Source: an optimization exercise on an open RTL-to-GDS flow (aim: small area and a short achievable clock period). Production flows keep margins and buffers that such runs may drop. No functional check of the RTL was part of any run shown here. Power is estimated from default activity; no workload was simulated.

==> design.v <==
`timescale 1ns / 1ps
module testAdd(a_1,b_1,sum_1);
	input [63:0] a_1;
	input [63:0] b_1;
	output [63:0] sum_1;
	Add #(.WIDTH(64)) Add_1(a_1,b_1,sum_1);
endmodule
module Add #(parameter WIDTH = 64)(a,b,sum);
input [WIDTH-1:0] a;
input [WIDTH-1:0] b;
output [WIDTH-1:0] sum;
assign{sum} = b + a;
endmodule  
`timescale 1ns / 1ps
module testSub(a_1,b_1,diff_1);
	input [31:0] a_1;
	input [31:0] b_1;
	output [31:0] diff_1;
	Sub #(.WIDTH(32)) Sub_1(a_1,b_1,diff_1);
	endmodule
module Sub #(parameter WIDTH = 32) (a,b,diff);
input [WIDTH - 1: 0] a;
input [WIDTH - 1: 0] b;
output [WIDTH - 1: 0] diff;
	assign{diff} = a - b;
endmodule  
`timescale 1ns / 1ps
module testComp(a_1,b_1,eq_1,lt_1,gt_1);
	input [63:0] a_1;
	input [63:0] b_1;
	output    eq_1;
	output    lt_1;
	output    gt_1;
	Comp #(.WIDTH(64)) Comp_1(a_1,b_1,eq_1,lt_1,gt_1);
endmodule
module Comp #(parameter WIDTH = 64) (a, b, eq, lt, gt);
input [WIDTH - 1:0] a;
input [WIDTH - 1:0] b;
output reg   eq;
output reg   lt;
output reg   gt;
    always @* begin
      if (a<b) begin
        eq = 0;
        lt = 1;
        gt = 0;
      end
      else if (a==b) begin
        eq = 1;
        lt = 0;
        gt = 0;
      end
      else begin
        eq = 0;
        lt = 0;
        gt = 1;
      end
    end
endmodule  
`timescale 1ns / 1ps
module testMux2x1(a_1,b_1,sel_1,d_1);
	input [63:0] a_1;
	input [63:0] b_1;
	input [63:0] sel_1;
	output [63:0] d_1;
	Mux2x1 #(.WIDTH(64)) Mux2x1_1(a_1,b_1,sel_1,d_1);
endmodule
 module Mux2x1 #(parameter WIDTH = 64) (a, b, sel, d);
 input [WIDTH - 1: 0] a; 
 input [WIDTH - 1: 0] b;
 input [WIDTH - 1: 0] sel;
 output [WIDTH - 1: 0] d;
 reg [WIDTH - 1: 0] d;
 always @(a or b or sel)
 if (sel == 1'b0)
 d = a;
 else
 d = b;
 endmodule  
`timescale 1ns / 1ps
module testReg(d_1,Clk,Rst,q_1);
	input Clk;
	input Rst;
	input [31:0] d_1;
	output [31:0] q_1;
	Reg #(.WIDTH(32)) Reg_1(d_1,Clk,Rst,q_1);
endmodule
module Reg #(parameter WIDTH = 32)(d,Clk,Rst,q);
input Clk;
input Rst;
input [WIDTH-1:0] d;
output reg [WIDTH-1:0] q;
 always @(posedge Clk) begin
 if(Rst == 0)begin
 q <= d;
end
end
endmodule  
`timescale 1ns / 1ps
module testSHL(a_1,sh_amt_1,d_1);
	input [1:0] a_1;
	input [1:0] sh_amt_1;
	output [1:0] d_1;
	SHL #(.WIDTH(2)) SHL_1(a_1,sh_amt_1,d_1);
endmodule
module SHL #(parameter WIDTH = 2) (a,sh_amt,d);
input [WIDTH-1 : 0] a;
input [WIDTH-1 : 0] sh_amt;
output [WIDTH-1 : 0] d;
    assign d = {a<<sh_amt};
	endmodule  
`timescale 1ns / 1ps
module testSHR(a_1,sh_amt_1,d_1);
	input [1:0] a_1;
	input [1:0] sh_amt_1;
	output [1:0] d_1;
	SHR #(.WIDTH(2)) SHR_1(a_1,sh_amt_1,d_1);
endmodule
module SHR #(parameter WIDTH = 2) (a,sh_amt,d);
input [WIDTH-1 : 0] a;
input [WIDTH-1 : 0] sh_amt;
output [WIDTH-1 : 0] d;
    assign d = {a>>sh_amt};
	endmodule  
`timescale 1ns / 1ps
module CircuitTest (a,b,c,z,x,clk,rst);
input [63:0] a, b, c;
input clk,rst;
output reg [31:0] z, x;
reg [32:0] greg;
reg [31:0] hreg;
wire n1 = a[0] ^ b[0];
wire n2 = a[1] ^ b[1];
wire n3 = a[2] ^ b[2];
wire n4 = a[3] ^ b[3];
wire n5 = a[4] ^ b[4];
wire n6 = a[5] ^ b[5];
wire n7 = a[6] ^ b[6];
wire n8 = a[7] ^ b[7];
wire n9 = a[8] ^ b[8];
wire n10 = a[9] ^ b[9];
wire n11 = a[10] ^ b[10];
wire n12 = a[11] ^ b[11];
wire n13 = a[12] ^ b[12];
wire n14 = a[13] ^ b[13];
wire n15 = a[14] ^ b[14];
wire n16 = a[15] ^ b[15];
wire n17 = a[16] ^ b[16];
wire n18 = a[17] ^ b[17];
wire n19 = a[18] ^ b[18];
wire n20 = a[19] ^ b[19];
wire n21 = a[20] ^ b[20];
wire n22 = a[21] ^ b[21];
wire n23 = a[22] ^ b[22];
wire n24 = a[23] ^ b[23];
wire n25 = a[24] ^ b[24];
wire n26 = a[25] ^ b[25];
wire n27 = a[26] ^ b[26];
wire n28 = a[27] ^ b[27];
wire n29 = a[28] ^ b[28];
wire n30 = a[29] ^ b[29];
wire n31 = a[30] ^ b[30];
wire n32 = a[31] ^ b[31];
wire n33 = a[32] ^ b[32];
wire n34 = a[0] & b[0];
wire n35 = a[1] & b[1];
wire n36 = a[2] & b[2];
wire n37 = a[3] & b[3];
wire n38 = a[4] & b[4];
wire n39 = a[5] & b[5];
wire n40 = a[6] & b[6];
wire n41 = a[7] & b[7];
wire n42 = a[8] & b[8];
wire n43 = a[9] & b[9];
wire n44 = a[10] & b[10];
wire n45 = a[11] & b[11];
wire n46 = a[12] & b[12];
wire n47 = a[13] & b[13];
wire n48 = a[14] & b[14];
wire n49 = a[15] & b[15];
wire n50 = a[16] & b[16];
wire n51 = a[17] & b[17];
wire n52 = a[18] & b[18];
wire n53 = a[19] & b[19];
wire n54 = a[20] & b[20];
wire n55 = a[21] & b[21];
wire n56 = a[22] & b[22];
wire n57 = a[23] & b[23];
wire n58 = a[24] & b[24];
wire n59 = a[25] & b[25];
wire n60 = a[26] & b[26];
wire n61 = a[27] & b[27];
wire n62 = a[28] & b[28];
wire n63 = a[29] & b[29];
wire n64 = a[30] & b[30];
wire n65 = a[31] & b[31];
wire n66 = a[32] & b[32];
wire n67 = n35 | (n2 & n34);
wire n68 = n2 & n1;
wire n69 = n37 | (n4 & n36);
wire n70 = n4 & n3;
wire n71 = n39 | (n6 & n38);
wire n72 = n6 & n5;
wire n73 = n41 | (n8 & n40);
wire n74 = n8 & n7;
wire n75 = n43 | (n10 & n42);
wire n76 = n10 & n9;
wire n77 = n45 | (n12 & n44);
wire n78 = n12 & n11;
wire n79 = n47 | (n14 & n46);
wire n80 = n14 & n13;
wire n81 = n49 | (n16 & n48);
wire n82 = n16 & n15;
wire n83 = n51 | (n18 & n50);
wire n84 = n18 & n17;
wire n85 = n53 | (n20 & n52);
wire n86 = n20 & n19;
wire n87 = n55 | (n22 & n54);
wire n88 = n22 & n21;
wire n89 = n57 | (n24 & n56);
wire n90 = n24 & n23;
wire n91 = n59 | (n26 & n58);
wire n92 = n26 & n25;
wire n93 = n61 | (n28 & n60);
wire n94 = n28 & n27;
wire n95 = n63 | (n30 & n62);
wire n96 = n30 & n29;
wire n97 = n65 | (n32 & n64);
wire n98 = n32 & n31;
wire n99 = n69 | (n70 & n67);
wire n100 = n70 & n68;
wire n101 = n73 | (n74 & n71);
wire n102 = n74 & n72;
wire n103 = n77 | (n78 & n75);
wire n104 = n78 & n76;
wire n105 = n81 | (n82 & n79);
wire n106 = n82 & n80;
wire n107 = n85 | (n86 & n83);
wire n108 = n86 & n84;
wire n109 = n89 | (n90 & n87);
wire n110 = n90 & n88;
wire n111 = n93 | (n94 & n91);
wire n112 = n94 & n92;
wire n113 = n97 | (n98 & n95);
wire n114 = n98 & n96;
wire n115 = n101 | (n102 & n99);
wire n116 = n102 & n100;
wire n117 = n105 | (n106 & n103);
wire n118 = n106 & n104;
wire n119 = n109 | (n110 & n107);
wire n120 = n110 & n108;
wire n121 = n113 | (n114 & n111);
wire n122 = n114 & n112;
wire n123 = n117 | (n118 & n115);
wire n124 = n118 & n116;
wire n125 = n121 | (n122 & n119);
wire n126 = n122 & n120;
wire n127 = n125 | (n126 & n123);
wire n128 = n126 & n124;
wire n129 = n119 | (n120 & n123);
wire n130 = n120 & n124;
wire n131 = n103 | (n104 & n115);
wire n132 = n104 & n116;
wire n133 = n107 | (n108 & n123);
wire n134 = n108 & n124;
wire n135 = n111 | (n112 & n129);
wire n136 = n112 & n130;
wire n137 = n71 | (n72 & n99);
wire n138 = n72 & n100;
wire n139 = n75 | (n76 & n115);
wire n140 = n76 & n116;
wire n141 = n79 | (n80 & n131);
wire n142 = n80 & n132;
wire n143 = n83 | (n84 & n123);
wire n144 = n84 & n124;
wire n145 = n87 | (n88 & n133);
wire n146 = n88 & n134;
wire n147 = n91 | (n92 & n129);
wire n148 = n92 & n130;
wire n149 = n95 | (n96 & n135);
wire n150 = n96 & n136;
wire n151 = n36 | (n3 & n67);
wire n152 = n3 & n68;
wire n153 = n38 | (n5 & n99);
wire n154 = n5 & n100;
wire n155 = n40 | (n7 & n137);
wire n156 = n7 & n138;
wire n157 = n42 | (n9 & n115);
wire n158 = n9 & n116;
wire n159 = n44 | (n11 & n139);
wire n160 = n11 & n140;
wire n161 = n46 | (n13 & n131);
wire n162 = n13 & n132;
wire n163 = n48 | (n15 & n141);
wire n164 = n15 & n142;
wire n165 = n50 | (n17 & n123);
wire n166 = n17 & n124;
wire n167 = n52 | (n19 & n143);
wire n168 = n19 & n144;
wire n169 = n54 | (n21 & n133);
wire n170 = n21 & n134;
wire n171 = n56 | (n23 & n145);
wire n172 = n23 & n146;
wire n173 = n58 | (n25 & n129);
wire n174 = n25 & n130;
wire n175 = n60 | (n27 & n147);
wire n176 = n27 & n148;
wire n177 = n62 | (n29 & n135);
wire n178 = n29 & n136;
wire n179 = n64 | (n31 & n149);
wire n180 = n31 & n150;
wire n181 = n66 | (n33 & n127);
wire n182 = n33 & n128;
wire n183 = n2 ^ n34;
wire n184 = n3 ^ n67;
wire n185 = n4 ^ n151;
wire n186 = n5 ^ n99;
wire n187 = n6 ^ n153;
wire n188 = n7 ^ n137;
wire n189 = n8 ^ n155;
wire n190 = n9 ^ n115;
wire n191 = n10 ^ n157;
wire n192 = n11 ^ n139;
wire n193 = n12 ^ n159;
wire n194 = n13 ^ n131;
wire n195 = n14 ^ n161;
wire n196 = n15 ^ n141;
wire n197 = n16 ^ n163;
wire n198 = n17 ^ n123;
wire n199 = n18 ^ n165;
wire n200 = n19 ^ n143;
wire n201 = n20 ^ n167;
wire n202 = n21 ^ n133;
wire n203 = n22 ^ n169;
wire n204 = n23 ^ n145;
wire n205 = n24 ^ n171;
wire n206 = n25 ^ n129;
wire n207 = n26 ^ n173;
wire n208 = n27 ^ n147;
wire n209 = n28 ^ n175;
wire n210 = n29 ^ n135;
wire n211 = n30 ^ n177;
wire n212 = n31 ^ n149;
wire n213 = n32 ^ n179;
wire n214 = n33 ^ n127;
wire n215 = a[33] & b[33];
wire n216 = a[33] | b[33];
wire n217 = a[34] & b[34];
wire n218 = a[34] | b[34];
wire n219 = a[35] & b[35];
wire n220 = a[35] | b[35];
wire n221 = a[36] & b[36];
wire n222 = a[36] | b[36];
wire n223 = a[37] & b[37];
wire n224 = a[37] | b[37];
wire n225 = a[38] & b[38];
wire n226 = a[38] | b[38];
wire n227 = a[39] & b[39];
wire n228 = a[39] | b[39];
wire n229 = a[40] & b[40];
wire n230 = a[40] | b[40];
wire n231 = a[41] & b[41];
wire n232 = a[41] | b[41];
wire n233 = a[42] & b[42];
wire n234 = a[42] | b[42];
wire n235 = a[43] & b[43];
wire n236 = a[43] | b[43];
wire n237 = a[44] & b[44];
wire n238 = a[44] | b[44];
wire n239 = a[45] & b[45];
wire n240 = a[45] | b[45];
wire n241 = a[46] & b[46];
wire n242 = a[46] | b[46];
wire n243 = a[47] & b[47];
wire n244 = a[47] | b[47];
wire n245 = a[48] & b[48];
wire n246 = a[48] | b[48];
wire n247 = a[49] & b[49];
wire n248 = a[49] | b[49];
wire n249 = a[50] & b[50];
wire n250 = a[50] | b[50];
wire n251 = a[51] & b[51];
wire n252 = a[51] | b[51];
wire n253 = a[52] & b[52];
wire n254 = a[52] | b[52];
wire n255 = a[53] & b[53];
wire n256 = a[53] | b[53];
wire n257 = a[54] & b[54];
wire n258 = a[54] | b[54];
wire n259 = a[55] & b[55];
wire n260 = a[55] | b[55];
wire n261 = a[56] & b[56];
wire n262 = a[56] | b[56];
wire n263 = a[57] & b[57];
wire n264 = a[57] | b[57];
wire n265 = a[58] & b[58];
wire n266 = a[58] | b[58];
wire n267 = a[59] & b[59];
wire n268 = a[59] | b[59];
wire n269 = a[60] & b[60];
wire n270 = a[60] | b[60];
wire n271 = a[61] & b[61];
wire n272 = a[61] | b[61];
wire n273 = a[62] & b[62];
wire n274 = a[62] | b[62];
wire n275 = a[63] & b[63];
wire n276 = a[63] | b[63];
wire n277 = n217 | (n218 & n215);
wire n278 = n218 & n216;
wire n279 = n221 | (n222 & n219);
wire n280 = n222 & n220;
wire n281 = n225 | (n226 & n223);
wire n282 = n226 & n224;
wire n283 = n229 | (n230 & n227);
wire n284 = n230 & n228;
wire n285 = n233 | (n234 & n231);
wire n286 = n234 & n232;
wire n287 = n237 | (n238 & n235);
wire n288 = n238 & n236;
wire n289 = n241 | (n242 & n239);
wire n290 = n242 & n240;
wire n291 = n245 | (n246 & n243);
wire n292 = n246 & n244;
wire n293 = n249 | (n250 & n247);
wire n294 = n250 & n248;
wire n295 = n253 | (n254 & n251);
wire n296 = n254 & n252;
wire n297 = n257 | (n258 & n255);
wire n298 = n258 & n256;
wire n299 = n261 | (n262 & n259);
wire n300 = n262 & n260;
wire n301 = n265 | (n266 & n263);
wire n302 = n266 & n264;
wire n303 = n269 | (n270 & n267);
wire n304 = n270 & n268;
wire n305 = n273 | (n274 & n271);
wire n306 = n274 & n272;
wire n307 = n279 | (n280 & n277);
wire n308 = n280 & n278;
wire n309 = n283 | (n284 & n281);
wire n310 = n284 & n282;
wire n311 = n287 | (n288 & n285);
wire n312 = n288 & n286;
wire n313 = n291 | (n292 & n289);
wire n314 = n292 & n290;
wire n315 = n295 | (n296 & n293);
wire n316 = n296 & n294;
wire n317 = n299 | (n300 & n297);
wire n318 = n300 & n298;
wire n319 = n303 | (n304 & n301);
wire n320 = n304 & n302;
wire n321 = n275 | (n276 & n305);
wire n322 = n276 & n306;
wire n323 = n309 | (n310 & n307);
wire n324 = n310 & n308;
wire n325 = n313 | (n314 & n311);
wire n326 = n314 & n312;
wire n327 = n317 | (n318 & n315);
wire n328 = n318 & n316;
wire n329 = n321 | (n322 & n319);
wire n330 = n322 & n320;
wire n331 = n325 | (n326 & n323);
wire n332 = n326 & n324;
wire n333 = n329 | (n330 & n327);
wire n334 = n330 & n328;
wire n335 = n333 | (n334 & n331);
wire n336 = n334 & n332;
wire n337 = n335 | (n336 & n181);
wire n338 = a[0] ^ c[0];
wire n339 = a[1] ^ c[1];
wire n340 = a[2] ^ c[2];
wire n341 = a[3] ^ c[3];
wire n342 = a[4] ^ c[4];
wire n343 = a[5] ^ c[5];
wire n344 = a[6] ^ c[6];
wire n345 = a[7] ^ c[7];
wire n346 = a[8] ^ c[8];
wire n347 = a[9] ^ c[9];
wire n348 = a[10] ^ c[10];
wire n349 = a[11] ^ c[11];
wire n350 = a[12] ^ c[12];
wire n351 = a[13] ^ c[13];
wire n352 = a[14] ^ c[14];
wire n353 = a[15] ^ c[15];
wire n354 = a[16] ^ c[16];
wire n355 = a[17] ^ c[17];
wire n356 = a[18] ^ c[18];
wire n357 = a[19] ^ c[19];
wire n358 = a[20] ^ c[20];
wire n359 = a[21] ^ c[21];
wire n360 = a[22] ^ c[22];
wire n361 = a[23] ^ c[23];
wire n362 = a[24] ^ c[24];
wire n363 = a[25] ^ c[25];
wire n364 = a[26] ^ c[26];
wire n365 = a[27] ^ c[27];
wire n366 = a[28] ^ c[28];
wire n367 = a[29] ^ c[29];
wire n368 = a[30] ^ c[30];
wire n369 = a[31] ^ c[31];
wire n370 = a[32] ^ c[32];
wire n371 = a[0] & c[0];
wire n372 = a[1] & c[1];
wire n373 = a[2] & c[2];
wire n374 = a[3] & c[3];
wire n375 = a[4] & c[4];
wire n376 = a[5] & c[5];
wire n377 = a[6] & c[6];
wire n378 = a[7] & c[7];
wire n379 = a[8] & c[8];
wire n380 = a[9] & c[9];
wire n381 = a[10] & c[10];
wire n382 = a[11] & c[11];
wire n383 = a[12] & c[12];
wire n384 = a[13] & c[13];
wire n385 = a[14] & c[14];
wire n386 = a[15] & c[15];
wire n387 = a[16] & c[16];
wire n388 = a[17] & c[17];
wire n389 = a[18] & c[18];
wire n390 = a[19] & c[19];
wire n391 = a[20] & c[20];
wire n392 = a[21] & c[21];
wire n393 = a[22] & c[22];
wire n394 = a[23] & c[23];
wire n395 = a[24] & c[24];
wire n396 = a[25] & c[25];
wire n397 = a[26] & c[26];
wire n398 = a[27] & c[27];
wire n399 = a[28] & c[28];
wire n400 = a[29] & c[29];
wire n401 = a[30] & c[30];
wire n402 = a[31] & c[31];
wire n403 = a[32] & c[32];
wire n404 = n372 | (n339 & n371);
wire n405 = n339 & n338;
wire n406 = n374 | (n341 & n373);
wire n407 = n341 & n340;
wire n408 = n376 | (n343 & n375);
wire n409 = n343 & n342;
wire n410 = n378 | (n345 & n377);
wire n411 = n345 & n344;
wire n412 = n380 | (n347 & n379);
wire n413 = n347 & n346;
wire n414 = n382 | (n349 & n381);
wire n415 = n349 & n348;
wire n416 = n384 | (n351 & n383);
wire n417 = n351 & n350;
wire n418 = n386 | (n353 & n385);
wire n419 = n353 & n352;
wire n420 = n388 | (n355 & n387);
wire n421 = n355 & n354;
wire n422 = n390 | (n357 & n389);
wire n423 = n357 & n356;
wire n424 = n392 | (n359 & n391);
wire n425 = n359 & n358;
wire n426 = n394 | (n361 & n393);
wire n427 = n361 & n360;
wire n428 = n396 | (n363 & n395);
wire n429 = n363 & n362;
wire n430 = n398 | (n365 & n397);
wire n431 = n365 & n364;
wire n432 = n400 | (n367 & n399);
wire n433 = n367 & n366;
wire n434 = n402 | (n369 & n401);
wire n435 = n369 & n368;
wire n436 = n406 | (n407 & n404);
wire n437 = n407 & n405;
wire n438 = n410 | (n411 & n408);
wire n439 = n411 & n409;
wire n440 = n414 | (n415 & n412);
wire n441 = n415 & n413;
wire n442 = n418 | (n419 & n416);
wire n443 = n419 & n417;
wire n444 = n422 | (n423 & n420);
wire n445 = n423 & n421;
wire n446 = n426 | (n427 & n424);
wire n447 = n427 & n425;
wire n448 = n430 | (n431 & n428);
wire n449 = n431 & n429;
wire n450 = n434 | (n435 & n432);
wire n451 = n435 & n433;
wire n452 = n438 | (n439 & n436);
wire n453 = n439 & n437;
wire n454 = n442 | (n443 & n440);
wire n455 = n443 & n441;
wire n456 = n446 | (n447 & n444);
wire n457 = n447 & n445;
wire n458 = n450 | (n451 & n448);
wire n459 = n451 & n449;
wire n460 = n454 | (n455 & n452);
wire n461 = n455 & n453;
wire n462 = n458 | (n459 & n456);
wire n463 = n459 & n457;
wire n464 = n462 | (n463 & n460);
wire n465 = n463 & n461;
wire n466 = n456 | (n457 & n460);
wire n467 = n457 & n461;
wire n468 = n440 | (n441 & n452);
wire n469 = n441 & n453;
wire n470 = n444 | (n445 & n460);
wire n471 = n445 & n461;
wire n472 = n448 | (n449 & n466);
wire n473 = n449 & n467;
wire n474 = n408 | (n409 & n436);
wire n475 = n409 & n437;
wire n476 = n412 | (n413 & n452);
wire n477 = n413 & n453;
wire n478 = n416 | (n417 & n468);
wire n479 = n417 & n469;
wire n480 = n420 | (n421 & n460);
wire n481 = n421 & n461;
wire n482 = n424 | (n425 & n470);
wire n483 = n425 & n471;
wire n484 = n428 | (n429 & n466);
wire n485 = n429 & n467;
wire n486 = n432 | (n433 & n472);
wire n487 = n433 & n473;
wire n488 = n373 | (n340 & n404);
wire n489 = n340 & n405;
wire n490 = n375 | (n342 & n436);
wire n491 = n342 & n437;
wire n492 = n377 | (n344 & n474);
wire n493 = n344 & n475;
wire n494 = n379 | (n346 & n452);
wire n495 = n346 & n453;
wire n496 = n381 | (n348 & n476);
wire n497 = n348 & n477;
wire n498 = n383 | (n350 & n468);
wire n499 = n350 & n469;
wire n500 = n385 | (n352 & n478);
wire n501 = n352 & n479;
wire n502 = n387 | (n354 & n460);
wire n503 = n354 & n461;
wire n504 = n389 | (n356 & n480);
wire n505 = n356 & n481;
wire n506 = n391 | (n358 & n470);
wire n507 = n358 & n471;
wire n508 = n393 | (n360 & n482);
wire n509 = n360 & n483;
wire n510 = n395 | (n362 & n466);
wire n511 = n362 & n467;
wire n512 = n397 | (n364 & n484);
wire n513 = n364 & n485;
wire n514 = n399 | (n366 & n472);
wire n515 = n366 & n473;
wire n516 = n401 | (n368 & n486);
wire n517 = n368 & n487;
wire n518 = n403 | (n370 & n464);
wire n519 = n370 & n465;
wire n520 = n339 ^ n371;
wire n521 = n340 ^ n404;
wire n522 = n341 ^ n488;
wire n523 = n342 ^ n436;
wire n524 = n343 ^ n490;
wire n525 = n344 ^ n474;
wire n526 = n345 ^ n492;
wire n527 = n346 ^ n452;
wire n528 = n347 ^ n494;
wire n529 = n348 ^ n476;
wire n530 = n349 ^ n496;
wire n531 = n350 ^ n468;
wire n532 = n351 ^ n498;
wire n533 = n352 ^ n478;
wire n534 = n353 ^ n500;
wire n535 = n354 ^ n460;
wire n536 = n355 ^ n502;
wire n537 = n356 ^ n480;
wire n538 = n357 ^ n504;
wire n539 = n358 ^ n470;
wire n540 = n359 ^ n506;
wire n541 = n360 ^ n482;
wire n542 = n361 ^ n508;
wire n543 = n362 ^ n466;
wire n544 = n363 ^ n510;
wire n545 = n364 ^ n484;
wire n546 = n365 ^ n512;
wire n547 = n366 ^ n472;
wire n548 = n367 ^ n514;
wire n549 = n368 ^ n486;
wire n550 = n369 ^ n516;
wire n551 = n370 ^ n464;
wire n552 = a[33] & c[33];
wire n553 = a[33] | c[33];
wire n554 = a[34] & c[34];
wire n555 = a[34] | c[34];
wire n556 = a[35] & c[35];
wire n557 = a[35] | c[35];
wire n558 = a[36] & c[36];
wire n559 = a[36] | c[36];
wire n560 = a[37] & c[37];
wire n561 = a[37] | c[37];
wire n562 = a[38] & c[38];
wire n563 = a[38] | c[38];
wire n564 = a[39] & c[39];
wire n565 = a[39] | c[39];
wire n566 = a[40] & c[40];
wire n567 = a[40] | c[40];
wire n568 = a[41] & c[41];
wire n569 = a[41] | c[41];
wire n570 = a[42] & c[42];
wire n571 = a[42] | c[42];
wire n572 = a[43] & c[43];
wire n573 = a[43] | c[43];
wire n574 = a[44] & c[44];
wire n575 = a[44] | c[44];
wire n576 = a[45] & c[45];
wire n577 = a[45] | c[45];
wire n578 = a[46] & c[46];
wire n579 = a[46] | c[46];
wire n580 = a[47] & c[47];
wire n581 = a[47] | c[47];
wire n582 = a[48] & c[48];
wire n583 = a[48] | c[48];
wire n584 = a[49] & c[49];
wire n585 = a[49] | c[49];
wire n586 = a[50] & c[50];
wire n587 = a[50] | c[50];
wire n588 = a[51] & c[51];
wire n589 = a[51] | c[51];
wire n590 = a[52] & c[52];
wire n591 = a[52] | c[52];
wire n592 = a[53] & c[53];
wire n593 = a[53] | c[53];
wire n594 = a[54] & c[54];
wire n595 = a[54] | c[54];
wire n596 = a[55] & c[55];
wire n597 = a[55] | c[55];
wire n598 = a[56] & c[56];
wire n599 = a[56] | c[56];
wire n600 = a[57] & c[57];
wire n601 = a[57] | c[57];
wire n602 = a[58] & c[58];
wire n603 = a[58] | c[58];
wire n604 = a[59] & c[59];
wire n605 = a[59] | c[59];
wire n606 = a[60] & c[60];
wire n607 = a[60] | c[60];
wire n608 = a[61] & c[61];
wire n609 = a[61] | c[61];
wire n610 = a[62] & c[62];
wire n611 = a[62] | c[62];
wire n612 = a[63] & c[63];
wire n613 = a[63] | c[63];
wire n614 = n554 | (n555 & n552);
wire n615 = n555 & n553;
wire n616 = n558 | (n559 & n556);
wire n617 = n559 & n557;
wire n618 = n562 | (n563 & n560);
wire n619 = n563 & n561;
wire n620 = n566 | (n567 & n564);
wire n621 = n567 & n565;
wire n622 = n570 | (n571 & n568);
wire n623 = n571 & n569;
wire n624 = n574 | (n575 & n572);
wire n625 = n575 & n573;
wire n626 = n578 | (n579 & n576);
wire n627 = n579 & n577;
wire n628 = n582 | (n583 & n580);
wire n629 = n583 & n581;
wire n630 = n586 | (n587 & n584);
wire n631 = n587 & n585;
wire n632 = n590 | (n591 & n588);
wire n633 = n591 & n589;
wire n634 = n594 | (n595 & n592);
wire n635 = n595 & n593;
wire n636 = n598 | (n599 & n596);
wire n637 = n599 & n597;
wire n638 = n602 | (n603 & n600);
wire n639 = n603 & n601;
wire n640 = n606 | (n607 & n604);
wire n641 = n607 & n605;
wire n642 = n610 | (n611 & n608);
wire n643 = n611 & n609;
wire n644 = n616 | (n617 & n614);
wire n645 = n617 & n615;
wire n646 = n620 | (n621 & n618);
wire n647 = n621 & n619;
wire n648 = n624 | (n625 & n622);
wire n649 = n625 & n623;
wire n650 = n628 | (n629 & n626);
wire n651 = n629 & n627;
wire n652 = n632 | (n633 & n630);
wire n653 = n633 & n631;
wire n654 = n636 | (n637 & n634);
wire n655 = n637 & n635;
wire n656 = n640 | (n641 & n638);
wire n657 = n641 & n639;
wire n658 = n612 | (n613 & n642);
wire n659 = n613 & n643;
wire n660 = n646 | (n647 & n644);
wire n661 = n647 & n645;
wire n662 = n650 | (n651 & n648);
wire n663 = n651 & n649;
wire n664 = n654 | (n655 & n652);
wire n665 = n655 & n653;
wire n666 = n658 | (n659 & n656);
wire n667 = n659 & n657;
wire n668 = n662 | (n663 & n660);
wire n669 = n663 & n661;
wire n670 = n666 | (n667 & n664);
wire n671 = n667 & n665;
wire n672 = n670 | (n671 & n668);
wire n673 = n671 & n669;
wire n674 = n672 | (n673 & n518);
wire n675 = ~b[0] & c[0];
wire n676 = ~(b[0] ^ c[0]);
wire n677 = ~b[1] & c[1];
wire n678 = ~(b[1] ^ c[1]);
wire n679 = ~b[2] & c[2];
wire n680 = ~(b[2] ^ c[2]);
wire n681 = ~b[3] & c[3];
wire n682 = ~(b[3] ^ c[3]);
wire n683 = ~b[4] & c[4];
wire n684 = ~(b[4] ^ c[4]);
wire n685 = ~b[5] & c[5];
wire n686 = ~(b[5] ^ c[5]);
wire n687 = ~b[6] & c[6];
wire n688 = ~(b[6] ^ c[6]);
wire n689 = ~b[7] & c[7];
wire n690 = ~(b[7] ^ c[7]);
wire n691 = ~b[8] & c[8];
wire n692 = ~(b[8] ^ c[8]);
wire n693 = ~b[9] & c[9];
wire n694 = ~(b[9] ^ c[9]);
wire n695 = ~b[10] & c[10];
wire n696 = ~(b[10] ^ c[10]);
wire n697 = ~b[11] & c[11];
wire n698 = ~(b[11] ^ c[11]);
wire n699 = ~b[12] & c[12];
wire n700 = ~(b[12] ^ c[12]);
wire n701 = ~b[13] & c[13];
wire n702 = ~(b[13] ^ c[13]);
wire n703 = ~b[14] & c[14];
wire n704 = ~(b[14] ^ c[14]);
wire n705 = ~b[15] & c[15];
wire n706 = ~(b[15] ^ c[15]);
wire n707 = ~b[16] & c[16];
wire n708 = ~(b[16] ^ c[16]);
wire n709 = ~b[17] & c[17];
wire n710 = ~(b[17] ^ c[17]);
wire n711 = ~b[18] & c[18];
wire n712 = ~(b[18] ^ c[18]);
wire n713 = ~b[19] & c[19];
wire n714 = ~(b[19] ^ c[19]);
wire n715 = ~b[20] & c[20];
wire n716 = ~(b[20] ^ c[20]);
wire n717 = ~b[21] & c[21];
wire n718 = ~(b[21] ^ c[21]);
wire n719 = ~b[22] & c[22];
wire n720 = ~(b[22] ^ c[22]);
wire n721 = ~b[23] & c[23];
wire n722 = ~(b[23] ^ c[23]);
wire n723 = ~b[24] & c[24];
wire n724 = ~(b[24] ^ c[24]);
wire n725 = ~b[25] & c[25];
wire n726 = ~(b[25] ^ c[25]);
wire n727 = ~b[26] & c[26];
wire n728 = ~(b[26] ^ c[26]);
wire n729 = ~b[27] & c[27];
wire n730 = ~(b[27] ^ c[27]);
wire n731 = ~b[28] & c[28];
wire n732 = ~(b[28] ^ c[28]);
wire n733 = ~b[29] & c[29];
wire n734 = ~(b[29] ^ c[29]);
wire n735 = ~b[30] & c[30];
wire n736 = ~(b[30] ^ c[30]);
wire n737 = ~b[31] & c[31];
wire n738 = ~(b[31] ^ c[31]);
wire n739 = ~b[32] & c[32];
wire n740 = ~(b[32] ^ c[32]);
wire n741 = ~b[33] & c[33];
wire n742 = ~(b[33] ^ c[33]);
wire n743 = ~b[34] & c[34];
wire n744 = ~(b[34] ^ c[34]);
wire n745 = ~b[35] & c[35];
wire n746 = ~(b[35] ^ c[35]);
wire n747 = ~b[36] & c[36];
wire n748 = ~(b[36] ^ c[36]);
wire n749 = ~b[37] & c[37];
wire n750 = ~(b[37] ^ c[37]);
wire n751 = ~b[38] & c[38];
wire n752 = ~(b[38] ^ c[38]);
wire n753 = ~b[39] & c[39];
wire n754 = ~(b[39] ^ c[39]);
wire n755 = ~b[40] & c[40];
wire n756 = ~(b[40] ^ c[40]);
wire n757 = ~b[41] & c[41];
wire n758 = ~(b[41] ^ c[41]);
wire n759 = ~b[42] & c[42];
wire n760 = ~(b[42] ^ c[42]);
wire n761 = ~b[43] & c[43];
wire n762 = ~(b[43] ^ c[43]);
wire n763 = ~b[44] & c[44];
wire n764 = ~(b[44] ^ c[44]);
wire n765 = ~b[45] & c[45];
wire n766 = ~(b[45] ^ c[45]);
wire n767 = ~b[46] & c[46];
wire n768 = ~(b[46] ^ c[46]);
wire n769 = ~b[47] & c[47];
wire n770 = ~(b[47] ^ c[47]);
wire n771 = ~b[48] & c[48];
wire n772 = ~(b[48] ^ c[48]);
wire n773 = ~b[49] & c[49];
wire n774 = ~(b[49] ^ c[49]);
wire n775 = ~b[50] & c[50];
wire n776 = ~(b[50] ^ c[50]);
wire n777 = ~b[51] & c[51];
wire n778 = ~(b[51] ^ c[51]);
wire n779 = ~b[52] & c[52];
wire n780 = ~(b[52] ^ c[52]);
wire n781 = ~b[53] & c[53];
wire n782 = ~(b[53] ^ c[53]);
wire n783 = ~b[54] & c[54];
wire n784 = ~(b[54] ^ c[54]);
wire n785 = ~b[55] & c[55];
wire n786 = ~(b[55] ^ c[55]);
wire n787 = ~b[56] & c[56];
wire n788 = ~(b[56] ^ c[56]);
wire n789 = ~b[57] & c[57];
wire n790 = ~(b[57] ^ c[57]);
wire n791 = ~b[58] & c[58];
wire n792 = ~(b[58] ^ c[58]);
wire n793 = ~b[59] & c[59];
wire n794 = ~(b[59] ^ c[59]);
wire n795 = ~b[60] & c[60];
wire n796 = ~(b[60] ^ c[60]);
wire n797 = ~b[61] & c[61];
wire n798 = ~(b[61] ^ c[61]);
wire n799 = ~b[62] & c[62];
wire n800 = ~(b[62] ^ c[62]);
wire n801 = ~b[63] & c[63];
wire n802 = ~(b[63] ^ c[63]);
wire n803 = n677 | (n678 & n675);
wire n804 = n678 & n676;
wire n805 = n681 | (n682 & n679);
wire n806 = n682 & n680;
wire n807 = n685 | (n686 & n683);
wire n808 = n686 & n684;
wire n809 = n689 | (n690 & n687);
wire n810 = n690 & n688;
wire n811 = n693 | (n694 & n691);
wire n812 = n694 & n692;
wire n813 = n697 | (n698 & n695);
wire n814 = n698 & n696;
wire n815 = n701 | (n702 & n699);
wire n816 = n702 & n700;
wire n817 = n705 | (n706 & n703);
wire n818 = n706 & n704;
wire n819 = n709 | (n710 & n707);
wire n820 = n710 & n708;
wire n821 = n713 | (n714 & n711);
wire n822 = n714 & n712;
wire n823 = n717 | (n718 & n715);
wire n824 = n718 & n716;
wire n825 = n721 | (n722 & n719);
wire n826 = n722 & n720;
wire n827 = n725 | (n726 & n723);
wire n828 = n726 & n724;
wire n829 = n729 | (n730 & n727);
wire n830 = n730 & n728;
wire n831 = n733 | (n734 & n731);
wire n832 = n734 & n732;
wire n833 = n737 | (n738 & n735);
wire n834 = n738 & n736;
wire n835 = n741 | (n742 & n739);
wire n836 = n742 & n740;
wire n837 = n745 | (n746 & n743);
wire n838 = n746 & n744;
wire n839 = n749 | (n750 & n747);
wire n840 = n750 & n748;
wire n841 = n753 | (n754 & n751);
wire n842 = n754 & n752;
wire n843 = n757 | (n758 & n755);
wire n844 = n758 & n756;
wire n845 = n761 | (n762 & n759);
wire n846 = n762 & n760;
wire n847 = n765 | (n766 & n763);
wire n848 = n766 & n764;
wire n849 = n769 | (n770 & n767);
wire n850 = n770 & n768;
wire n851 = n773 | (n774 & n771);
wire n852 = n774 & n772;
wire n853 = n777 | (n778 & n775);
wire n854 = n778 & n776;
wire n855 = n781 | (n782 & n779);
wire n856 = n782 & n780;
wire n857 = n785 | (n786 & n783);
wire n858 = n786 & n784;
wire n859 = n789 | (n790 & n787);
wire n860 = n790 & n788;
wire n861 = n793 | (n794 & n791);
wire n862 = n794 & n792;
wire n863 = n797 | (n798 & n795);
wire n864 = n798 & n796;
wire n865 = n801 | (n802 & n799);
wire n866 = n802 & n800;
wire n867 = n805 | (n806 & n803);
wire n868 = n806 & n804;
wire n869 = n809 | (n810 & n807);
wire n870 = n810 & n808;
wire n871 = n813 | (n814 & n811);
wire n872 = n814 & n812;
wire n873 = n817 | (n818 & n815);
wire n874 = n818 & n816;
wire n875 = n821 | (n822 & n819);
wire n876 = n822 & n820;
wire n877 = n825 | (n826 & n823);
wire n878 = n826 & n824;
wire n879 = n829 | (n830 & n827);
wire n880 = n830 & n828;
wire n881 = n833 | (n834 & n831);
wire n882 = n834 & n832;
wire n883 = n837 | (n838 & n835);
wire n884 = n838 & n836;
wire n885 = n841 | (n842 & n839);
wire n886 = n842 & n840;
wire n887 = n845 | (n846 & n843);
wire n888 = n846 & n844;
wire n889 = n849 | (n850 & n847);
wire n890 = n850 & n848;
wire n891 = n853 | (n854 & n851);
wire n892 = n854 & n852;
wire n893 = n857 | (n858 & n855);
wire n894 = n858 & n856;
wire n895 = n861 | (n862 & n859);
wire n896 = n862 & n860;
wire n897 = n865 | (n866 & n863);
wire n898 = n866 & n864;
wire n899 = n869 | (n870 & n867);
wire n900 = n870 & n868;
wire n901 = n873 | (n874 & n871);
wire n902 = n874 & n872;
wire n903 = n877 | (n878 & n875);
wire n904 = n878 & n876;
wire n905 = n881 | (n882 & n879);
wire n906 = n882 & n880;
wire n907 = n885 | (n886 & n883);
wire n908 = n886 & n884;
wire n909 = n889 | (n890 & n887);
wire n910 = n890 & n888;
wire n911 = n893 | (n894 & n891);
wire n912 = n894 & n892;
wire n913 = n897 | (n898 & n895);
wire n914 = n898 & n896;
wire n915 = n901 | (n902 & n899);
wire n916 = n902 & n900;
wire n917 = n905 | (n906 & n903);
wire n918 = n906 & n904;
wire n919 = n909 | (n910 & n907);
wire n920 = n910 & n908;
wire n921 = n913 | (n914 & n911);
wire n922 = n914 & n912;
wire n923 = n917 | (n918 & n915);
wire n924 = n918 & n916;
wire n925 = n921 | (n922 & n919);
wire n926 = n922 & n920;
wire n927 = n925 | (n926 & n923);
wire n928 = n926 & n924;
wire n929 = a[0] ^ ~b[0];
wire n930 = a[1] ^ ~b[1];
wire n931 = a[2] ^ ~b[2];
wire n932 = a[3] ^ ~b[3];
wire n933 = a[4] ^ ~b[4];
wire n934 = a[5] ^ ~b[5];
wire n935 = a[6] ^ ~b[6];
wire n936 = a[7] ^ ~b[7];
wire n937 = a[8] ^ ~b[8];
wire n938 = a[9] ^ ~b[9];
wire n939 = a[10] ^ ~b[10];
wire n940 = a[11] ^ ~b[11];
wire n941 = a[12] ^ ~b[12];
wire n942 = a[13] ^ ~b[13];
wire n943 = a[14] ^ ~b[14];
wire n944 = a[15] ^ ~b[15];
wire n945 = a[16] ^ ~b[16];
wire n946 = a[17] ^ ~b[17];
wire n947 = a[18] ^ ~b[18];
wire n948 = a[19] ^ ~b[19];
wire n949 = a[20] ^ ~b[20];
wire n950 = a[21] ^ ~b[21];
wire n951 = a[22] ^ ~b[22];
wire n952 = a[23] ^ ~b[23];
wire n953 = a[24] ^ ~b[24];
wire n954 = a[25] ^ ~b[25];
wire n955 = a[26] ^ ~b[26];
wire n956 = a[27] ^ ~b[27];
wire n957 = a[28] ^ ~b[28];
wire n958 = a[29] ^ ~b[29];
wire n959 = a[30] ^ ~b[30];
wire n960 = a[31] ^ ~b[31];
wire n961 = a[0] & ~b[0];
wire n962 = a[1] & ~b[1];
wire n963 = a[2] & ~b[2];
wire n964 = a[3] & ~b[3];
wire n965 = a[4] & ~b[4];
wire n966 = a[5] & ~b[5];
wire n967 = a[6] & ~b[6];
wire n968 = a[7] & ~b[7];
wire n969 = a[8] & ~b[8];
wire n970 = a[9] & ~b[9];
wire n971 = a[10] & ~b[10];
wire n972 = a[11] & ~b[11];
wire n973 = a[12] & ~b[12];
wire n974 = a[13] & ~b[13];
wire n975 = a[14] & ~b[14];
wire n976 = a[15] & ~b[15];
wire n977 = a[16] & ~b[16];
wire n978 = a[17] & ~b[17];
wire n979 = a[18] & ~b[18];
wire n980 = a[19] & ~b[19];
wire n981 = a[20] & ~b[20];
wire n982 = a[21] & ~b[21];
wire n983 = a[22] & ~b[22];
wire n984 = a[23] & ~b[23];
wire n985 = a[24] & ~b[24];
wire n986 = a[25] & ~b[25];
wire n987 = a[26] & ~b[26];
wire n988 = a[27] & ~b[27];
wire n989 = a[28] & ~b[28];
wire n990 = a[29] & ~b[29];
wire n991 = a[30] & ~b[30];
wire n992 = a[31] & ~b[31];
wire n993 = n961 | n929;
wire n994 = n962 | (n930 & n993);
wire n995 = n930 & n929;
wire n996 = n964 | (n932 & n963);
wire n997 = n932 & n931;
wire n998 = n966 | (n934 & n965);
wire n999 = n934 & n933;
wire n1000 = n968 | (n936 & n967);
wire n1001 = n936 & n935;
wire n1002 = n970 | (n938 & n969);
wire n1003 = n938 & n937;
wire n1004 = n972 | (n940 & n971);
wire n1005 = n940 & n939;
wire n1006 = n974 | (n942 & n973);
wire n1007 = n942 & n941;
wire n1008 = n976 | (n944 & n975);
wire n1009 = n944 & n943;
wire n1010 = n978 | (n946 & n977);
wire n1011 = n946 & n945;
wire n1012 = n980 | (n948 & n979);
wire n1013 = n948 & n947;
wire n1014 = n982 | (n950 & n981);
wire n1015 = n950 & n949;
wire n1016 = n984 | (n952 & n983);
wire n1017 = n952 & n951;
wire n1018 = n986 | (n954 & n985);
wire n1019 = n954 & n953;
wire n1020 = n988 | (n956 & n987);
wire n1021 = n956 & n955;
wire n1022 = n990 | (n958 & n989);
wire n1023 = n958 & n957;
wire n1024 = n992 | (n960 & n991);
wire n1025 = n960 & n959;
wire n1026 = n996 | (n997 & n994);
wire n1027 = n997 & n995;
wire n1028 = n1000 | (n1001 & n998);
wire n1029 = n1001 & n999;
wire n1030 = n1004 | (n1005 & n1002);
wire n1031 = n1005 & n1003;
wire n1032 = n1008 | (n1009 & n1006);
wire n1033 = n1009 & n1007;
wire n1034 = n1012 | (n1013 & n1010);
wire n1035 = n1013 & n1011;
wire n1036 = n1016 | (n1017 & n1014);
wire n1037 = n1017 & n1015;
wire n1038 = n1020 | (n1021 & n1018);
wire n1039 = n1021 & n1019;
wire n1040 = n1024 | (n1025 & n1022);
wire n1041 = n1025 & n1023;
wire n1042 = n1028 | (n1029 & n1026);
wire n1043 = n1029 & n1027;
wire n1044 = n1032 | (n1033 & n1030);
wire n1045 = n1033 & n1031;
wire n1046 = n1036 | (n1037 & n1034);
wire n1047 = n1037 & n1035;
wire n1048 = n1040 | (n1041 & n1038);
wire n1049 = n1041 & n1039;
wire n1050 = n1044 | (n1045 & n1042);
wire n1051 = n1045 & n1043;
wire n1052 = n1048 | (n1049 & n1046);
wire n1053 = n1049 & n1047;
wire n1054 = n1052 | (n1053 & n1050);
wire n1055 = n1053 & n1051;
wire n1056 = n1046 | (n1047 & n1050);
wire n1057 = n1047 & n1051;
wire n1058 = n1030 | (n1031 & n1042);
wire n1059 = n1031 & n1043;
wire n1060 = n1034 | (n1035 & n1050);
wire n1061 = n1035 & n1051;
wire n1062 = n1038 | (n1039 & n1056);
wire n1063 = n1039 & n1057;
wire n1064 = n998 | (n999 & n1026);
wire n1065 = n999 & n1027;
wire n1066 = n1002 | (n1003 & n1042);
wire n1067 = n1003 & n1043;
wire n1068 = n1006 | (n1007 & n1058);
wire n1069 = n1007 & n1059;
wire n1070 = n1010 | (n1011 & n1050);
wire n1071 = n1011 & n1051;
wire n1072 = n1014 | (n1015 & n1060);
wire n1073 = n1015 & n1061;
wire n1074 = n1018 | (n1019 & n1056);
wire n1075 = n1019 & n1057;
wire n1076 = n1022 | (n1023 & n1062);
wire n1077 = n1023 & n1063;
wire n1078 = n963 | (n931 & n994);
wire n1079 = n931 & n995;
wire n1080 = n965 | (n933 & n1026);
wire n1081 = n933 & n1027;
wire n1082 = n967 | (n935 & n1064);
wire n1083 = n935 & n1065;
wire n1084 = n969 | (n937 & n1042);
wire n1085 = n937 & n1043;
wire n1086 = n971 | (n939 & n1066);
wire n1087 = n939 & n1067;
wire n1088 = n973 | (n941 & n1058);
wire n1089 = n941 & n1059;
wire n1090 = n975 | (n943 & n1068);
wire n1091 = n943 & n1069;
wire n1092 = n977 | (n945 & n1050);
wire n1093 = n945 & n1051;
wire n1094 = n979 | (n947 & n1070);
wire n1095 = n947 & n1071;
wire n1096 = n981 | (n949 & n1060);
wire n1097 = n949 & n1061;
wire n1098 = n983 | (n951 & n1072);
wire n1099 = n951 & n1073;
wire n1100 = n985 | (n953 & n1056);
wire n1101 = n953 & n1057;
wire n1102 = n987 | (n955 & n1074);
wire n1103 = n955 & n1075;
wire n1104 = n989 | (n957 & n1062);
wire n1105 = n957 & n1063;
wire n1106 = n991 | (n959 & n1076);
wire n1107 = n959 & n1077;
wire n1108 = ~n929;
wire n1109 = n930 ^ n993;
wire n1110 = n931 ^ n994;
wire n1111 = n932 ^ n1078;
wire n1112 = n933 ^ n1026;
wire n1113 = n934 ^ n1080;
wire n1114 = n935 ^ n1064;
wire n1115 = n936 ^ n1082;
wire n1116 = n937 ^ n1042;
wire n1117 = n938 ^ n1084;
wire n1118 = n939 ^ n1066;
wire n1119 = n940 ^ n1086;
wire n1120 = n941 ^ n1058;
wire n1121 = n942 ^ n1088;
wire n1122 = n943 ^ n1068;
wire n1123 = n944 ^ n1090;
wire n1124 = n945 ^ n1050;
wire n1125 = n946 ^ n1092;
wire n1126 = n947 ^ n1070;
wire n1127 = n948 ^ n1094;
wire n1128 = n949 ^ n1060;
wire n1129 = n950 ^ n1096;
wire n1130 = n951 ^ n1072;
wire n1131 = n952 ^ n1098;
wire n1132 = n953 ^ n1056;
wire n1133 = n954 ^ n1100;
wire n1134 = n955 ^ n1074;
wire n1135 = n956 ^ n1102;
wire n1136 = n957 ^ n1062;
wire n1137 = n958 ^ n1104;
wire n1138 = n959 ^ n1076;
wire n1139 = n960 ^ n1106;
wire [32:0] dlo = {n214,n213,n212,n211,n210,n209,n208,n207,n206,n205,n204,n203,n202,n201,n200,n199,n198,n197,n196,n195,n194,n193,n192,n191,n190,n189,n188,n187,n186,n185,n184,n183,n1};
wire [32:0] elo = {n551,n550,n549,n548,n547,n546,n545,n544,n543,n542,n541,n540,n539,n538,n537,n536,n535,n534,n533,n532,n531,n530,n529,n528,n527,n526,n525,n524,n523,n522,n521,n520,n338};
wire cd = n337;
wire ce = n674;
wire dEQe = n928;
wire bLTc = n927;
wire dLTe = (cd ^ ce) ? cd : bLTc;
wire [32:0] g = dLTe ? elo : dlo;
wire [31:0] f = {n1139,n1138,n1137,n1136,n1135,n1134,n1133,n1132,n1131,n1130,n1129,n1128,n1127,n1126,n1125,n1124,n1123,n1122,n1121,n1120,n1119,n1118,n1117,n1116,n1115,n1114,n1113,n1112,n1111,n1110,n1109,n1108};
wire [31:0] h = dEQe ? f : g[31:0];
always @(posedge clk) begin
  if (!rst) begin
    greg <= g;
    hreg <= h;
    x <= dLTe ? {hreg[30:0], 1'b0} : hreg;
    z <= dEQe ? greg[32:1] : greg[31:0];
  end
end
endmodule
==> run.sh <==
#!/bin/bash
# synth_recipe.tcl (not shown) runs the flow's synth.tcl, then flattens the netlist and writes it again
# the make line also repeats each setting of config.mk as NAME=value (left out here)
make -C /OpenROAD-flow-scripts/flow DESIGN_CONFIG=/design/flow/config.mk WORK_HOME=/design/flow/orfs CLKGATE_MAP_FILE= SYNTH_SCRIPT=/design/flow/synth_recipe.tcl finish
==> config.mk <==
export PLATFORM = sky130hd
export DESIGN_NAME = CircuitTest
export DESIGN_NICKNAME = CircuitTest
export VERILOG_FILES = /design/flow/design.v
export SDC_FILE = /design/flow/constraint.sdc
export NUM_CORES = 4
export LEC_CHECK = 0
export ABC_AREA = 1
export CAP_MARGIN = 20
export CORE_MARGIN = 2
export CORE_UTILIZATION = 40
export SLEW_MARGIN = 20
==> constraint.sdc <==
create_clock -name core_clock -period 7.5 [get_ports {clk}]
set_input_delay 1.5000 -clock core_clock [delete_from_list [all_inputs] [get_ports {clk}]]
set_output_delay 1.5000 -clock core_clock [all_outputs]
set_load 0.01 [all_outputs]
==> flow_metrics.env, run 1 <==
export IMPL_outcome="timing/DRC/antenna clean"
export IMPL_dpl_cell_area_um2=15060
export IMPL_antenna_cells=0
export IMPL_synthArstFlopShare_pct=0
export IMPL_crit_top_cell="nand2_1"
export IMPL_ant_nets=0
export IMPL_vias=10370
export IMPL_reg2reg_from="greg[0]"
export IMPL_netlist_instances=1489
export IMPL_hold_viol=0
export IMPL_cts_buffers=17
export IMPL_synthToLayoutAreaGrowth_pct=28.93
export IMPL_period_share_pct=80.59
export IMPL_period_needed_ns=6.045
export IMPL_grt_pass1_wl_mm=51.56
export IMPL_rows=63
export IMPL_synthDistinctLibCells=44
export IMPL_cts_resized=0
export IMPL_hpwl_mm=26.59
export IMPL_vias_per_cell=4.849
export IMPL_drc_errors=0
export IMPL_firstDrtPassIters=5
export IMPL_path_delay_family="simple AND/OR/NAND/NOR gates"
export IMPL_syn_area_per_cell_um2=8.154
export IMPL_grt_ovfl_total=0
export IMPL_cts_root_buf="clkbuf_16"
export IMPL_arrival_ns=6.17
export IMPL_grt_setup_unrepaired="false"
export IMPL_start_util_pct=40.75
export IMPL_power_density_nw_per_um2=184.9
export IMPL_grt_max_degree=74
export IMPL_grt_pass1_vias=10590
export IMPL_p_leak_uw=0.007444
export IMPL_grt_usage_pct=20.83
export IMPL_place_gp_congestion=0.8849
export IMPL_cp_endpoint="hreg[22]"
export IMPL_critical_path_required_ns=7.63
export IMPL_r2r_setup_slack_ns=6.63
export IMPL_cts_tree="done"
export IMPL_cts_max_level=4
export IMPL_final_nets=2134
export IMPL_postCtsSetupBuffers=0
export IMPL_place_inst=2106
export IMPL_cp_slowest_cell="clkdlybuf4s50_1"
export IMPL_final_max_slew_viol_count=0
export IMPL_die_w_um=178.2
export IMPL_cpPeakStageDelay_ns=0.49
export IMPL_yosysWarnings=1
export IMPL_cp_num_buf_inv=3
export IMPL_rr_worst_depth=2
export IMPL_routed_wl_mm=32.04
export IMPL_synthesis_nets=1888
export IMPL_io_pins=258
export IMPL_wire_per_inst_um=14.98
export IMPL_ctsHoldBuffers=0
export IMPL_worstSetupEndpointType="flop"
export IMPL_drt_iter0_drc=526
export IMPL_postLayoutCellArea_um2=15650
export IMPL_finalSetupViolCount=0
export IMPL_layout_drive_gt1_share_pct=4.920
export IMPL_max_slew_margin_pct=34.75
export IMPL_die_y_um=178.2
export IMPL_worst_ir_drop_vdd_v=0.0001335
export IMPL_clock_skew_final_ns=0.01053
export IMPL_clockBufferDepth=2
export IMPL_cp_num_cells=32
export IMPL_port_buffers=257
export IMPL_cts_sinks=129
export IMPL_tightest_slew_ns=0.9787
export IMPL_die_area_um2=31760
export IMPL_fmax_ghz=0.1654
export IMPL_drv_cap=0
export IMPL_ys_flop_type="edfxtp_1"
export IMPL_syn_area_um2=12140
export IMPL_antenna_found_initial=2
export IMPL_hold_path_depth=2
export IMPL_cp_max_fo=28
export IMPL_crit_path_start_kind="primary input"
export IMPL_final_cells=2138
export IMPL_clk_pin_slew_ns=0.06
export IMPL_core_um2=29800
export IMPL_worstSetupPathType="primary input to flop"
export IMPL_power_total_uw=2895
export IMPL_synth_edf_count=129
export IMPL_critPathLaunch="c[0]"
export IMPL_seq_area_frac_synth_pct=31.90
export IMPL_clock_latency_ns=0.43
export IMPL_synth_seq_cells=129
export IMPL_hold_path_class="flop to flop"
export IMPL_finalCoreUtilization_pct=52.54
export IMPL_rr_endpoint="z[0]"
export IMPL_fin_setup_tns_ns=0
[layer usage]
metal | up-vias | part of all wire, % | track usage, %
li1 | 5338 | - | -
met1 | 4749 | 43 | 25.00
met2 | 253 | 49 | 37.52
met3 | 23 | 6.4 | 5.392
met4 | 4 | 1.0 | 4.302
met5 | - | 0.084 | 0
[placed cells by master (no fill, tap or decap), drive strengths merged, types with 18 or more instances in the layout]
cell type / n
nand3: 35
a21oi: 78
nand2: 473
ha: 155
edfxtp: 129
xor2: 35
clkbuf: 18
inv: 210
o21ai: 103
nor2: 92
clkdlybuf4s50: 257
fa: 50
[cells by family after synthesis]
logic type      synth area share [%]
fa+ha+maj                      24.22
flops                          31.90
simple gates                   20.85
buf+inv                        8.172
xor+xnor                       3.246
compound gates                 11.61
[synth_stat cells (3+ instances only)]
library cell | n | share of area, %
nand2_1 | 464 | 14
inv_1 | 206 | 6.4
ha_1 | 155 | 16
edfxtp_1 | 129 | 32
nor2_1 | 89 | 2.8
a21oi_1 | 76 | 3.1
fa_1 | 50 | 8.2
o21ai_0 | 47 | 1.9
xor2_1 | 35 | 2.5
nand3_1 | 34 | 1.4
o21ai_1 | 28 | 1.2
o21ai_2 | 28 | 2.0
clkbuf_1 | 19 | 0.59
a21o_1 | 17 | 1.1
a31oi_1 | 11 | 0.57
nor3_1 | 11 | 0.45
xnor2_1 | 10 | 0.72
nand2_2 | 9 | 0.46
o21bai_1 | 7 | 0.43
buf_6 | 6 | 0.56
nand4_1 | 6 | 0.31
a221oi_1 | 5 | 0.36
buf_2 | 5 | 0.21
o21a_1 | 5 | 0.31
nor4_1 | 4 | 0.21
buf_1 | 3 | 0.093
nand3b_1 | 3 | 0.19
nor2_2 | 3 | 0.15
o211ai_1 | 3 | 0.19
[worst min-delay path by stage]
stage                         from     to  slack (ns)
after CTS                 greg[32]  z[31]        0.54
final                     greg[32]  z[31]        0.54
after detailed placement  greg[32]  z[31]        0.52
after global routing      greg[32]  z[31]        0.57
after floorplan           greg[32]  z[31]        0.49
after global placement    greg[32]  z[31]        0.51
[tightest hold or removal path: cells and delay by family (launching register included)]
family | cells | cell delay (ns)
AND/OR/NAND/NOR | 2 | 0.10
flip-flops | 1 | 0.32
[sequential cells by signal (all words and copies together), names as in the netlist]
register  cells
greg         33
hreg         32
x            32
z            32
[layout make-up]
cell class | count | area [µm²]
clock buffers | 18 | 429.2
clock inverters | 14 | 165.2
fillers | 2842 | 14140
inverters | 209 | 789.5
multi-input cells | 1116 | 7286
flip-flops and latches | 129 | 3874
well taps | 390 | 488.0
repair buffers | 262 | 2623
[per-stage QoR]
stage | setup slack, ns | hold slack (ns)
finish | 1.455 | 0.5380
global route | 0.9384 | 0.5660
CTS | 1.385 | 0.5365
detailed placement | 0.9499 | 0.5163
global placement | 1.068 | 0.5110
floorplan | 2.798 | 0.4944
[report_power, final]
part	internal [µW]	switching (µW)
Sequential	995	57.2
Clock	521	319
Combinational	454	549
Total	1970	925
==> inputs of run 2 (changes only) <==
==> flow/run.sh (new file) <==
#!/bin/bash
# Own layout flow: the standard ORFS flow (standard.sh) with two changes:
#  - no Yosys full/half-adder extraction (ADDER_MAP_FILE empty), so ABC maps the
#    hand-written prefix carry logic itself;
#  - the port buffers that buffer_ports inserts on every input and output are
#    sky130_fd_sc_hd__buf_2 instead of the default delay buffer.
# Make's full output goes to flow_make.log here; each ORFS step keeps its own log
# under orfs/logs/.
set -uo pipefail
bash standard.sh ADDER_MAP_FILE= \
  "BUFFER_PORTS_ARGS=-buffer_cell sky130_fd_sc_hd__buf_2" \
  finish > flow_make.log 2>&1
==> standard.sh (new file) <==
#!/bin/bash
# synth_recipe.tcl (not shown) runs the flow's synth.tcl, then flattens the netlist and writes it again
# the make line also repeats each setting of config.mk as NAME=value (left out here)
make -C /OpenROAD-flow-scripts/flow DESIGN_CONFIG=/design/flow/config.mk WORK_HOME=/design/flow/orfs CLKGATE_MAP_FILE= SYNTH_SCRIPT=/design/flow/synth_recipe.tcl "${@:-finish}"
removed: run.sh
==> run 2 against run 1 <==
Clock power down 7.0%. Critical endpoint is now hreg[28]. Count of clock-buffer cells in the layout down 1. Area after synthesis down 3.2%. Core utilization down 4.0 points. Final cell count up 19%. Still clean.
==> flow_metrics.env, run 2 <==
export IMPL_outcome="timing/DRC/antenna clean"
export IMPL_synth_common_cells="nand2_1 (740), inv_1 (274), nor2_1 (199)"
export IMPL_rows=62
export IMPL_port_buffers=257
export IMPL_hold_viol=0
export IMPL_yosysWarnings=1
export IMPL_synthToLayoutAreaGrowth_pct=19.00
export IMPL_drt_iter0_drc=898
export IMPL_clockBufferDepth=2
export IMPL_synth_edf_count=129
export IMPL_synth_compound_area_share_pct=13.08
export IMPL_ys_flop_type="edfxtp_1"
export IMPL_clock_latency_ns=0.41
export IMPL_layout_common_cells="nand2_1 (739), inv_1 (273), buf_2 (257)"
export IMPL_synth_most_common_cell="nand2_1"
export IMPL_seq_area_frac_synth_pct=32.97
export IMPL_hold_slack_ns=0.5316
export IMPL_period_share_pct=59.23
export IMPL_antenna_found_initial=15
export IMPL_final_nets=2337
export IMPL_syn_area_per_cell_um2=6.220
export IMPL_worstSetupEndpointType="flop"
export IMPL_grt_max_degree=86
export IMPL_cp_max_fo=47
export IMPL_p_switching_uw=913.7
export IMPL_cts_resized=0
export IMPL_synthAdderAreaFrac_pct=0.1704
export IMPL_firstDrtPassIters=5
export IMPL_synth_top_family_by_area="simple AND/OR/NAND/NOR gates"
export IMPL_synthMuxAreaShare_pct=0
export IMPL_drv_cap=0
export IMPL_largest_register="greg"
export IMPL_synthTopCellsByArea="edfxtp_1 (33%), nand2_1 (24%), inv_1 (8.8%)"
export IMPL_hold_path_depth=2
export IMPL_synth_seq_cells=129
export IMPL_pwr_share_comb_pct=32.1
export IMPL_cts_root_buf="clkbuf_16"
export IMPL_ant_nets=0
export IMPL_arrival_ns=4.72
export IMPL_rr_worst_depth=2
export IMPL_critical_path_required_ns=7.77
export IMPL_core_um2=28780
export IMPL_clk_pin_slew_ns=0.06
export IMPL_synthesis_nets=2083
export IMPL_postLayoutCellArea_um2=13980
export IMPL_period_needed_ns=4.443
export IMPL_worstSetupPathType="primary input to flop"
export IMPL_switching_share_pct=34.42
export IMPL_grt_usage_pct=21.35
export IMPL_final_max_slew_viol_count=0
export IMPL_max_slew_margin_pct=31.32
export IMPL_grt_pass1_wl_mm=53.18
export IMPL_wire_per_inst_um=12.91
export IMPL_ctsHoldBuffers=0
export IMPL_drc_errors=0
export IMPL_largest_reg_flops=33
export IMPL_final_cells=2548
export IMPL_place_inst=2508
export IMPL_grt_pass1_vias=11000
export IMPL_fin_setup_tns_ns=0
export IMPL_grt_setup_unrepaired="false"
export IMPL_die_area_um2=30760
export IMPL_io_pins=258
export IMPL_syn_area_um2=11750
export IMPL_clock_skew_final_ns=0.007134
export IMPL_hold_path_class="flop to flop"
export IMPL_place_gp_congestion=0.9141
export IMPL_crit_path_start_kind="primary input"
export IMPL_synth_xor_area_share_pct=5.356
export IMPL_cts_sinks=129
export IMPL_cts_buffers=17
export IMPL_die_y_um=175.4
export IMPL_power_density_nw_per_um2=189.8
export IMPL_mostFrequentLayoutCell="nand2_1"
export IMPL_cts_tree="done"
export IMPL_netlist_instances=1889
export IMPL_cts_max_level=4
export IMPL_yosysTopAreaCell="edfxtp_1"
export IMPL_tightest_slew_ns=1.030
export IMPL_vias_per_cell=4.749
export IMPL_yosys_area_share_simple_pct=38.04
export IMPL_clockPowerShare_pct=29.4
export IMPL_finalSetupViolCount=0
export IMPL_synthArstFlopShare_pct=0
export IMPL_vias=12100
export IMPL_die_w_um=175.4
export IMPL_worst_ir_drop_vdd_v=0.0001611
export IMPL_hpwl_mm=27.57
export IMPL_fmax_ghz=0.2251
export IMPL_finalCoreUtilization_pct=48.58
export IMPL_seqPwrFrac_pct=38.6
export IMPL_postCtsSetupBuffers=0
export IMPL_synth_top_cell_area_share_pct=32.97
export IMPL_layout_drive_gt1_share_pct=16.00
export IMPL_grt_ovfl_total=0
export IMPL_synthDistinctLibCells=49
export IMPL_start_util_pct=40.83
export IMPL_routed_wl_mm=32.90
export IMPL_p_leak_uw=0.007509
export IMPL_p_int_uw=1740
export IMPL_dpl_cell_area_um2=13390
[run 2: power groups by stage]
stage	combinational, µW	clock [µW]	sequential, µW
2_1_floorplan	547	0	1060
5_1_grt	978	825	1040
3_5_place_dp	849	0	1040
4_1_cts	851	794	1020
6_report	851	780	1020
3_3_place_gp	840	0	1040
[run 2: cell type report]
type / count / area, µm²
Fill cell: 3004 / 14800
Multi-Input combinational cell: 1452 / 6658
Sequential cell: 129 / 3874
Timing Repair Buffer: 261 / 1316
Inverter: 282 / 1061
Tap cell: 384 / 480.5
Clock buffer: 17 / 425.4
Clock inverter: 15 / 147.6
Antenna cell: 8 / 20.02
[run 2: path summary, 6_finish.rpt]
check	slack [ns]	to	from
max	3.06	hreg[28]	b[12]
min	0.53	z[0]	greg[0]
max reg2reg	6.57	z[29]	greg[30]
min reg2reg	0.53	z[0]	greg[0]
[run 2: layer usage]
layer	global-route usage (%)	vias up	routed length (µm)
met3	4.870	43	2256
met2	32.45	334	13560
met4	5.069	12	518
met5	0	-	76
met1	30.74	5186	16490
li1	-	6525	-
[run 2: per-stage QoR]
step	total power, µW	setup WS, ns
global route	2843	2.569
detailed placement	1888	2.655
CTS	2670	3.092
finish	2654	3.057
global placement	1879	2.672
floorplan	1606	3.028
[run 2: kinds of logic after synthesis]
kind of cell	after synthesis
and+or+nand+nor	1107
buffers and inverters	308
DFF	129
xor gates and xnor gates	71
adders and majority gates	2
AOI/OAI and AO/OA	272
[run 2: critical path: stages]
cell,delay (ns)
buf_2,0.11
inv_1,0.10
nand2_1,0.11
nand2_1,0.15
inv_1,0.10
nor2_1,0.13
nand2_1,0.10
nor2_1,0.11
nand2_1,0.08
nand2_1,0.14
nand2_1,0.07
nand2_1,0.09
nand2_1,0.07
nand2_1,0.07
nand2_1,0.06
nand2_2,0.09
nand2_1,0.07
nand2_2,0.52
buf_4,0.55
nand3_1,0.14
nand2_1,0.20
nand2_1,0.07
nand2_1,0.08

## separate check: timing with driven ports
How much do the figures lean on ideal ports? The routed layouts below were timed once more, with nothing changed but the port constraints.
Step 1 (the two cells are an assumption about what drives the block):
set clk [get_ports {clk}]
set_driving_cell -lib_cell sky130_fd_sc_hd__clkbuf_16 $clk
set_driving_cell -lib_cell sky130_fd_sc_hd__buf_2 [delete_from_list [all_inputs] $clk]
Step 2, shift: input delay + t, output delay - t, t = (earliest + latest rising clock arrival at the registers) / 2. This alone moves slack from input paths to output paths.
Slacks: no drivers / after step 1 / after step 2; pairs: no drivers / after step 1.
| run | t, ns | slack for setup (ns) | worst setup path after step 2 | cell pins on the clock port's net |
|---|---|---|---|---|
| run 1 | 0.474 | 1.455 / 1.448 / 0.974 | input to register | 1 |
| run 2 | 0.449 | 3.057 / 3.039 / 2.590 | input to register | 1 |
After both steps every run listed still meets setup and hold. For run 1, which loses most, drivers alone change the setup slack by -0.007 ns; drivers and shift together by -0.481 ns.
